Context: an optimization exercise on an open-source flow, tuned for small area and a short achievable clock period. The choices shown serve that exercise and are no tape-out recipe.
RTL that was checked went through simulation tests only; none was proved equivalent to the original.

## izhneuron_verilog
module izhneuron_verilog(clk, rst, en, WE, Addr, AER_BUS, Weight, spike_out);
input wire clk;
input wire rst;
input wire en;
input wire WE;
input wire [3:0] Addr;
input wire [3:0] AER_BUS;
input wire [10:0] Weight;
output wire spike_out;
reg [10:0] mem0, mem1, mem2, mem3;
reg [3:0] valid;                  
reg [10:0] wout, acc, I;
reg [13:0] N, t;              
wire sel0 = valid[0] & (AER_BUS == 4'd0);
wire sel1 = valid[1] & (AER_BUS == 4'd1);
wire sel2 = valid[2] & (AER_BUS == 4'd2);
wire sel3 = valid[3] & (AER_BUS == 4'd3);
wire [10:0] rdg = ({11{sel0}} & mem0) | ({11{sel1}} & mem1) | ({11{sel2}} & mem2) | ({11{sel3}} & mem3);
wire sm0 = acc[0] ^ wout[0];
wire sc0 = acc[0] & wout[0];
wire sm1 = acc[1] ^ wout[1] ^ sc0;
wire sc1 = (acc[1] & wout[1]) | (acc[1] & sc0) | (wout[1] & sc0);
wire sm2 = acc[2] ^ wout[2] ^ sc1;
wire sc2 = (acc[2] & wout[2]) | (acc[2] & sc1) | (wout[2] & sc1);
wire sm3 = acc[3] ^ wout[3] ^ sc2;
wire sc3 = (acc[3] & wout[3]) | (acc[3] & sc2) | (wout[3] & sc2);
wire sm4 = acc[4] ^ wout[4] ^ sc3;
wire sc4 = (acc[4] & wout[4]) | (acc[4] & sc3) | (wout[4] & sc3);
wire sm5 = acc[5] ^ wout[5] ^ sc4;
wire sc5 = (acc[5] & wout[5]) | (acc[5] & sc4) | (wout[5] & sc4);
wire sm6 = acc[6] ^ wout[6] ^ sc5;
wire sc6 = (acc[6] & wout[6]) | (acc[6] & sc5) | (wout[6] & sc5);
wire sm7 = acc[7] ^ wout[7] ^ sc6;
wire sc7 = (acc[7] & wout[7]) | (acc[7] & sc6) | (wout[7] & sc6);
wire sm8 = acc[8] ^ wout[8] ^ sc7;
wire sc8 = (acc[8] & wout[8]) | (acc[8] & sc7) | (wout[8] & sc7);
wire sm9 = acc[9] ^ wout[9] ^ sc8;
  ...
==> flow/config.mk <==
export PLATFORM = sky130hd
export DESIGN_NAME = izhneuron_verilog
export DESIGN_NICKNAME = izhneuron_verilog
export VERILOG_FILES = /design/flow/design.v
export SDC_FILE = /design/flow/constraint.sdc
export NUM_CORES = 4
export LEC_CHECK = 0
export CAP_MARGIN = 20
export CORE_MARGIN = 2
export CORE_UTILIZATION = 40
export SLEW_MARGIN = 20
==> flow/constraint.sdc <==
create_clock -name core_clock -period 21.0 [get_ports {clk}]
set_input_delay 4.2000 -clock core_clock [delete_from_list [all_inputs] [get_ports {clk}]]
set_output_delay 4.2000 -clock core_clock [all_outputs]
set_load 0.01 [all_outputs]
standard.sh (not shown) runs the stock make flow with config.mk's settings and CLKGATE_MAP_FILE= SYNTH_SCRIPT=/design/flow/synth_recipe.tcl, a recipe that flattens the netlist after the stock synthesis.
==> flow/flow/run.sh <==
#!/bin/bash
set -e
cp standard.sh standard.sh.log
export SETUP_SLACK_MARGIN=${FLOW_SETUP_MARGIN:-12}
export BUFFER_PORTS_ARGS="-buffer_cell sky130_fd_sc_hd__buf_2"
bash standard.sh synth > synth.log 2>&1
R=orfs/results/sky130hd/izhneuron_verilog/base
cp $R/1_2_yosys.v yosys_netlist_before_polar.v.log
python3 flow/polar.py $R/1_2_yosys.v $R/1_2_yosys.polar.v > polar.log 2>&1
mv $R/1_2_yosys.polar.v $R/1_2_yosys.v
rm -f $R/1_synth.odb
bash standard.sh > standard.log 2>&1
Other scripts of this flow, unchanged in this note and not shown: flow/flow/polar.py
Next try:
--- a/flow/design.v
+++ b/flow/design.v
@@ -679,32 +679,33 @@
 assign y[8] = x476 ^ G524;
 assign y[9] = x479 ^ G530;
 assign y[10] = x482 ^ G532;
 assign y[11] = x485 ^ G534;
 assign y[12] = x488 ^ G536;
 assign y[13] = x491 ^ G538;
-wire nns0 = N0a[4] ^ spk ^ 1'b0;
-wire nnc0 = (N0a[4] & spk) | (N0a[4] & 1'b0) | (spk & 1'b0);
-wire nns1 = N0a[5] ^ spk ^ nnc0;
-wire nnc1 = (N0a[5] & spk) | (N0a[5] & nnc0) | (spk & nnc0);
-wire nns2 = N0a[6] ^ 1'b0 ^ nnc1;
-wire nnc2 = (N0a[6] & 1'b0) | (N0a[6] & nnc1) | (1'b0 & nnc1);
-wire nns3 = N0a[7] ^ spk ^ nnc2;
-wire nnc3 = (N0a[7] & spk) | (N0a[7] & nnc2) | (spk & nnc2);
-wire nns4 = N0a[8] ^ spk ^ nnc3;
-wire nnc4 = (N0a[8] & spk) | (N0a[8] & nnc3) | (spk & nnc3);
-wire nns5 = N0a[9] ^ spk ^ nnc4;
-wire nnc5 = (N0a[9] & spk) | (N0a[9] & nnc4) | (spk & nnc4);
-wire nns6 = N0a[10] ^ spk ^ nnc5;
-wire nnc6 = (N0a[10] & spk) | (N0a[10] & nnc5) | (spk & nnc5);
-wire nns7 = N0a[11] ^ spk ^ nnc6;
-wire nnc7 = (N0a[11] & spk) | (N0a[11] & nnc6) | (spk & nnc6);
-wire nns8 = N0a[12] ^ spk ^ nnc7;
-wire nnc8 = (N0a[12] & spk) | (N0a[12] & nnc7) | (spk & nnc7);
-wire nns9 = N0a[13] ^ spk ^ nnc8;
-wire [13:0] N_next = {nns9, nns8, nns7, nns6, nns5, nns4, nns3, nns2, nns1, nns0, N0a[3:0]};
+wire nnd4 = N0a[4] ^ spk;
+wire nnb4 = ~N0a[4] & spk;
+wire nnd5 = N0a[5] ^ nnb4;
+wire nnb5 = ~N0a[5] & nnb4;
+wire nnd6 = N0a[6] ^ spk ^ nnb5;
+wire nnb6 = (~N0a[6] & spk) | (~N0a[6] & nnb5) | (spk & nnb5);
+wire nnd7 = N0a[7] ^ nnb6;
+wire nnb7 = ~N0a[7] & nnb6;
+wire nnd8 = N0a[8] ^ nnb7;
+wire nnb8 = ~N0a[8] & nnb7;
+wire nnd9 = N0a[9] ^ nnb8;
+wire nnb9 = ~N0a[9] & nnb8;
+wire nnd10 = N0a[10] ^ nnb9;
+wire nnb10 = ~N0a[10] & nnb9;
+wire nnd11 = N0a[11] ^ nnb10;
+wire nnb11 = ~N0a[11] & nnb10;
+wire nnd12 = N0a[12] ^ nnb11;
+wire nnb12 = ~N0a[12] & nnb11;
+wire nnd13 = N0a[13] ^ nnb12;
+wire nnb13 = ~N0a[13] & nnb12;
+wire [13:0] N_next = {nnd13, nnd12, nnd11, nnd10, nnd9, nnd8, nnd7, nnd6, nnd5, nnd4, N0a[3:0]};
 wire signed [13:0] ts = t;
 wire f = ts < -14'sd1285;               
 wire spk = f | ~wsn;
 assign spike_out = ~rst & spk;
 wire g = ~y[13] & (y[12:0] > 13'd1068);
 wire [13:0] t_next = (f | g) ? 14'd118 : y;
Critical path depth goes up by 1. Clock skew hardly moves. Final area stays flat. Hold slack gains 0.0081 ns.

========
Setup of old:
izhneuron_verilog with an RTL version that a note above also has.
Size in the first run: roughly 760 cells after synthesis, about 0.0084 mm2 of cells after synthesis.
==> flow/config.mk <==
export PLATFORM = sky130hd
export DESIGN_NAME = izhneuron_verilog
export DESIGN_NICKNAME = izhneuron_verilog
export VERILOG_FILES = /design/flow/design.v
export SDC_FILE = /design/flow/constraint.sdc
export NUM_CORES = 4
export LEC_CHECK = 0
export CAP_MARGIN = 20
export CORE_MARGIN = 2
export CORE_UTILIZATION = 40
export SLEW_MARGIN = 20
==> flow/constraint.sdc <==
create_clock -name core_clock -period 21.0 [get_ports {clk}]
set_input_delay 4.2000 -clock core_clock [delete_from_list [all_inputs] [get_ports {clk}]]
set_output_delay 4.2000 -clock core_clock [all_outputs]
set_load 0.01 [all_outputs]
==> flow/flow/run.sh <==
#!/bin/bash
# Standard ORFS layout of the standard synthesis, with these changes in how it is made:
#  - after synthesis, flow/polar.py re-polarises full adders (FA(~a,~b,~c) =
#    ~FA(a,b,c)) to drop inverters; the registers and the function are unchanged;
#  - the gate driving spike_out takes the reset from the reset port's buffer
#    directly, not through the reset's fan-out buffers (flow/post_grt.tcl);
set -e
cp standard.sh standard.sh.log
export SETUP_SLACK_MARGIN=${FLOW_SETUP_MARGIN:-12}
export BUFFER_PORTS_ARGS="-buffer_cell sky130_fd_sc_hd__buf_2"
# after global routing: the reset input of spike_out's gate is fed straight from
# the reset port's buffer (flow/post_grt.tcl)
export POST_GLOBAL_ROUTE_TCL=$(pwd)/flow/post_grt.tcl
bash standard.sh synth > synth.log 2>&1
R=orfs/results/sky130hd/izhneuron_verilog/base
cp $R/1_2_yosys.v yosys_netlist_before_polar.v.log
python3 flow/polar.py $R/1_2_yosys.v $R/1_2_yosys.polar.v > polar.log 2>&1
mv $R/1_2_yosys.polar.v $R/1_2_yosys.v
rm -f $R/1_synth.odb
bash standard.sh > standard.log 2>&1
Other scripts of this flow, unchanged in this note and not shown: flow/flow/polar.py, flow/flow/post_grt.tcl
The following lists how new was set up differently from old:
diff --git a/flow/design.v b/flow/design.v
--- a/flow/design.v
+++ b/flow/design.v
@@ -8,16 +8,16 @@
 input wire [10:0] Weight;
 output wire spike_out;
 reg [10:0] mem0, mem1, mem2, mem3;
 reg [3:0] valid;                  
 reg [10:0] wout, acc, I;
 reg [13:0] N, t;              
-wire sel0 = valid[0] & (AER_BUS == 4'd0);
-wire sel1 = valid[1] & (AER_BUS == 4'd1);
-wire sel2 = valid[2] & (AER_BUS == 4'd2);
-wire sel3 = valid[3] & (AER_BUS == 4'd3);
+wire sel0 = ~rst & valid[0] & (AER_BUS == 4'd0);
+wire sel1 = ~rst & valid[1] & (AER_BUS == 4'd1);
+wire sel2 = ~rst & valid[2] & (AER_BUS == 4'd2);
+wire sel3 = ~rst & valid[3] & (AER_BUS == 4'd3);
 wire [10:0] rdg = ({11{sel0}} & mem0) | ({11{sel1}} & mem1) | ({11{sel2}} & mem2) | ({11{sel3}} & mem3);
 wire sm0 = acc[0] ^ wout[0];
 wire sc0 = acc[0] & wout[0];
 wire sm1 = acc[1] ^ wout[1] ^ sc0;
 wire sc1 = (acc[1] & wout[1]) | (acc[1] & sc0) | (wout[1] & sc0);
 wire sm2 = acc[2] ^ wout[2] ^ sc1;
@@ -679,56 +679,55 @@
 assign y[8] = x476 ^ G524;
 assign y[9] = x479 ^ G530;
 assign y[10] = x482 ^ G532;
 assign y[11] = x485 ^ G534;
 assign y[12] = x488 ^ G536;
 assign y[13] = x491 ^ G538;
-wire nnd4 = N0a[4] ^ spk;
-wire nnb4 = ~N0a[4] & spk;
-wire nnd5 = N0a[5] ^ nnb4;
-wire nnb5 = ~N0a[5] & nnb4;
-wire nnd6 = N0a[6] ^ spk ^ nnb5;
-wire nnb6 = (~N0a[6] & spk) | (~N0a[6] & nnb5) | (spk & nnb5);
-wire nnd7 = N0a[7] ^ nnb6;
-wire nnb7 = ~N0a[7] & nnb6;
-wire nnd8 = N0a[8] ^ nnb7;
-wire nnb8 = ~N0a[8] & nnb7;
-wire nnd9 = N0a[9] ^ nnb8;
-wire nnb9 = ~N0a[9] & nnb8;
-wire nnd10 = N0a[10] ^ nnb9;
-wire nnb10 = ~N0a[10] & nnb9;
-wire nnd11 = N0a[11] ^ nnb10;
-wire nnb11 = ~N0a[11] & nnb10;
-wire nnd12 = N0a[12] ^ nnb11;
-wire nnb12 = ~N0a[12] & nnb11;
-wire nnd13 = N0a[13] ^ nnb12;
-wire nnb13 = ~N0a[13] & nnb12;
-wire [13:0] N_next = {nnd13, nnd12, nnd11, nnd10, nnd9, nnd8, nnd7, nnd6, nnd5, nnd4, N0a[3:0]};
+wire nns0 = N0a[4] ^ spk ^ 1'b0;
+wire nnc0 = (N0a[4] & spk) | (N0a[4] & 1'b0) | (spk & 1'b0);
+wire nns1 = N0a[5] ^ spk ^ nnc0;
+wire nnc1 = (N0a[5] & spk) | (N0a[5] & nnc0) | (spk & nnc0);
+wire nns2 = N0a[6] ^ 1'b0 ^ nnc1;
+wire nnc2 = (N0a[6] & 1'b0) | (N0a[6] & nnc1) | (1'b0 & nnc1);
+wire nns3 = N0a[7] ^ spk ^ nnc2;
+wire nnc3 = (N0a[7] & spk) | (N0a[7] & nnc2) | (spk & nnc2);
+wire nns4 = N0a[8] ^ spk ^ nnc3;
+wire nnc4 = (N0a[8] & spk) | (N0a[8] & nnc3) | (spk & nnc3);
+wire nns5 = N0a[9] ^ spk ^ nnc4;
+wire nnc5 = (N0a[9] & spk) | (N0a[9] & nnc4) | (spk & nnc4);
+wire nns6 = N0a[10] ^ spk ^ nnc5;
+wire nnc6 = (N0a[10] & spk) | (N0a[10] & nnc5) | (spk & nnc5);
+wire nns7 = N0a[11] ^ spk ^ nnc6;
+wire nnc7 = (N0a[11] & spk) | (N0a[11] & nnc6) | (spk & nnc6);
+wire nns8 = N0a[12] ^ spk ^ nnc7;
+wire nnc8 = (N0a[12] & spk) | (N0a[12] & nnc7) | (spk & nnc7);
+wire nns9 = N0a[13] ^ spk ^ nnc8;
+wire [13:0] N_next = {nns9, nns8, nns7, nns6, nns5, nns4, nns3, nns2, nns1, nns0, N0a[3:0]};
 wire signed [13:0] ts = t;
 wire f = ts < -14'sd1285;               
 wire spk = f | ~wsn;
 assign spike_out = ~rst & spk;
 wire g = ~y[13] & (y[12:0] > 13'd1068);
-wire [13:0] t_next = (f | g) ? 14'd118 : y;
+wire [13:0] t_next = (rst | f | g) ? 14'd118 : y;    
 always @(posedge clk) begin
 	if (WE && Addr[3:2] == 2'b00) begin
 		case (Addr[1:0])
 			2'd0: mem0 <= Weight;
 			2'd1: mem1 <= Weight;
 			2'd2: mem2 <= Weight;
 			default: mem3 <= Weight;
 		endcase
 	end
+	if (rst || !WE) wout <= rdg;
+	t <= t_next;
 	if (rst) begin
 		valid <= 4'b0000;
-		wout <= 11'd0; acc <= 11'd0; I <= 11'd0;
-		N <= 14'd16112; t <= 14'd118;
+		acc <= 11'd0; I <= 11'd0;
+		N <= 14'd16112;
 	end else begin
 		if (WE && Addr[3:2] == 2'b00) valid[Addr[1:0]] <= 1'b1;
-		if (!WE) wout <= rdg;
 		acc <= en ? 11'd0 : sum;
 		I <= I_next;
 		N <= N_next;
-		t <= t_next;
 	end
 end
 endmodule
Notes after the runs:
- Going from old to new, the total number of nets in the final design was found to have gone down by about 1.6%.
- | final-layout clock buffer total | new vs old | 1 lower |
- old was smaller in final cell area than new.
- NOTE: first-pass GRT wire length in new exceeds that of old
- Register-to-register slack sits lower in new than in old.
- Sequential share of layout area: old and new compared, higher one is new
- | global-route usage | new vs old | ≈ equal |
- new reports a lower synthesized cell count than old does.
- Compared to old, new has post-synthesis cell area 130 um2 lower.
No functional check of the RTL was part of new.

## afterwards: timing with drivers on the ports
Ports are ideal in the flow. The routed layouts listed here were re-timed in OpenROAD. Step 1 (the two cells are an assumption about what drives the block):
set clk [get_ports {clk}]
set_driving_cell -lib_cell sky130_fd_sc_hd__clkbuf_16 $clk
set_driving_cell -lib_cell sky130_fd_sc_hd__buf_2 [delete_from_list [all_inputs] $clk]
Step 2 also shifts input and output timing later by t, the mid clock arrival at the registers, as if the neighbouring blocks saw the same clock. Slacks: no drivers / after step 1 / after step 2; pairs: no drivers / after step 1.
| run | t, ns | setup WS [ns] | hold slack, ns | slew at the worst register clock pin (ns) |
|---|---|---|---|---|
| the first run of note 1 | 0.395 | 12.183 / 12.162 / 12.089 | 0.471 / 0.471 / 0.471 | 0.08 / 0.08 |
| the second run of note 1 | 0.394 | 12.043 / 12.013 / 12.013 | 0.479 / 0.479 / 0.479 | 0.08 / 0.08 |
| old | 0.393 | 12.150 / 12.119 / 12.119 | 0.477 / 0.477 / 0.477 | 0.08 / 0.08 |
| new | 0.399 | 12.041 / 11.996 / 11.996 | 0.475 / 0.475 / 0.475 | 0.08 / 0.08 |
After both steps setup and hold are still met in every run listed. The setup slack of the first run of note 1, which loses most, moves by -0.021 ns with the drivers and by -0.094 ns with both steps.
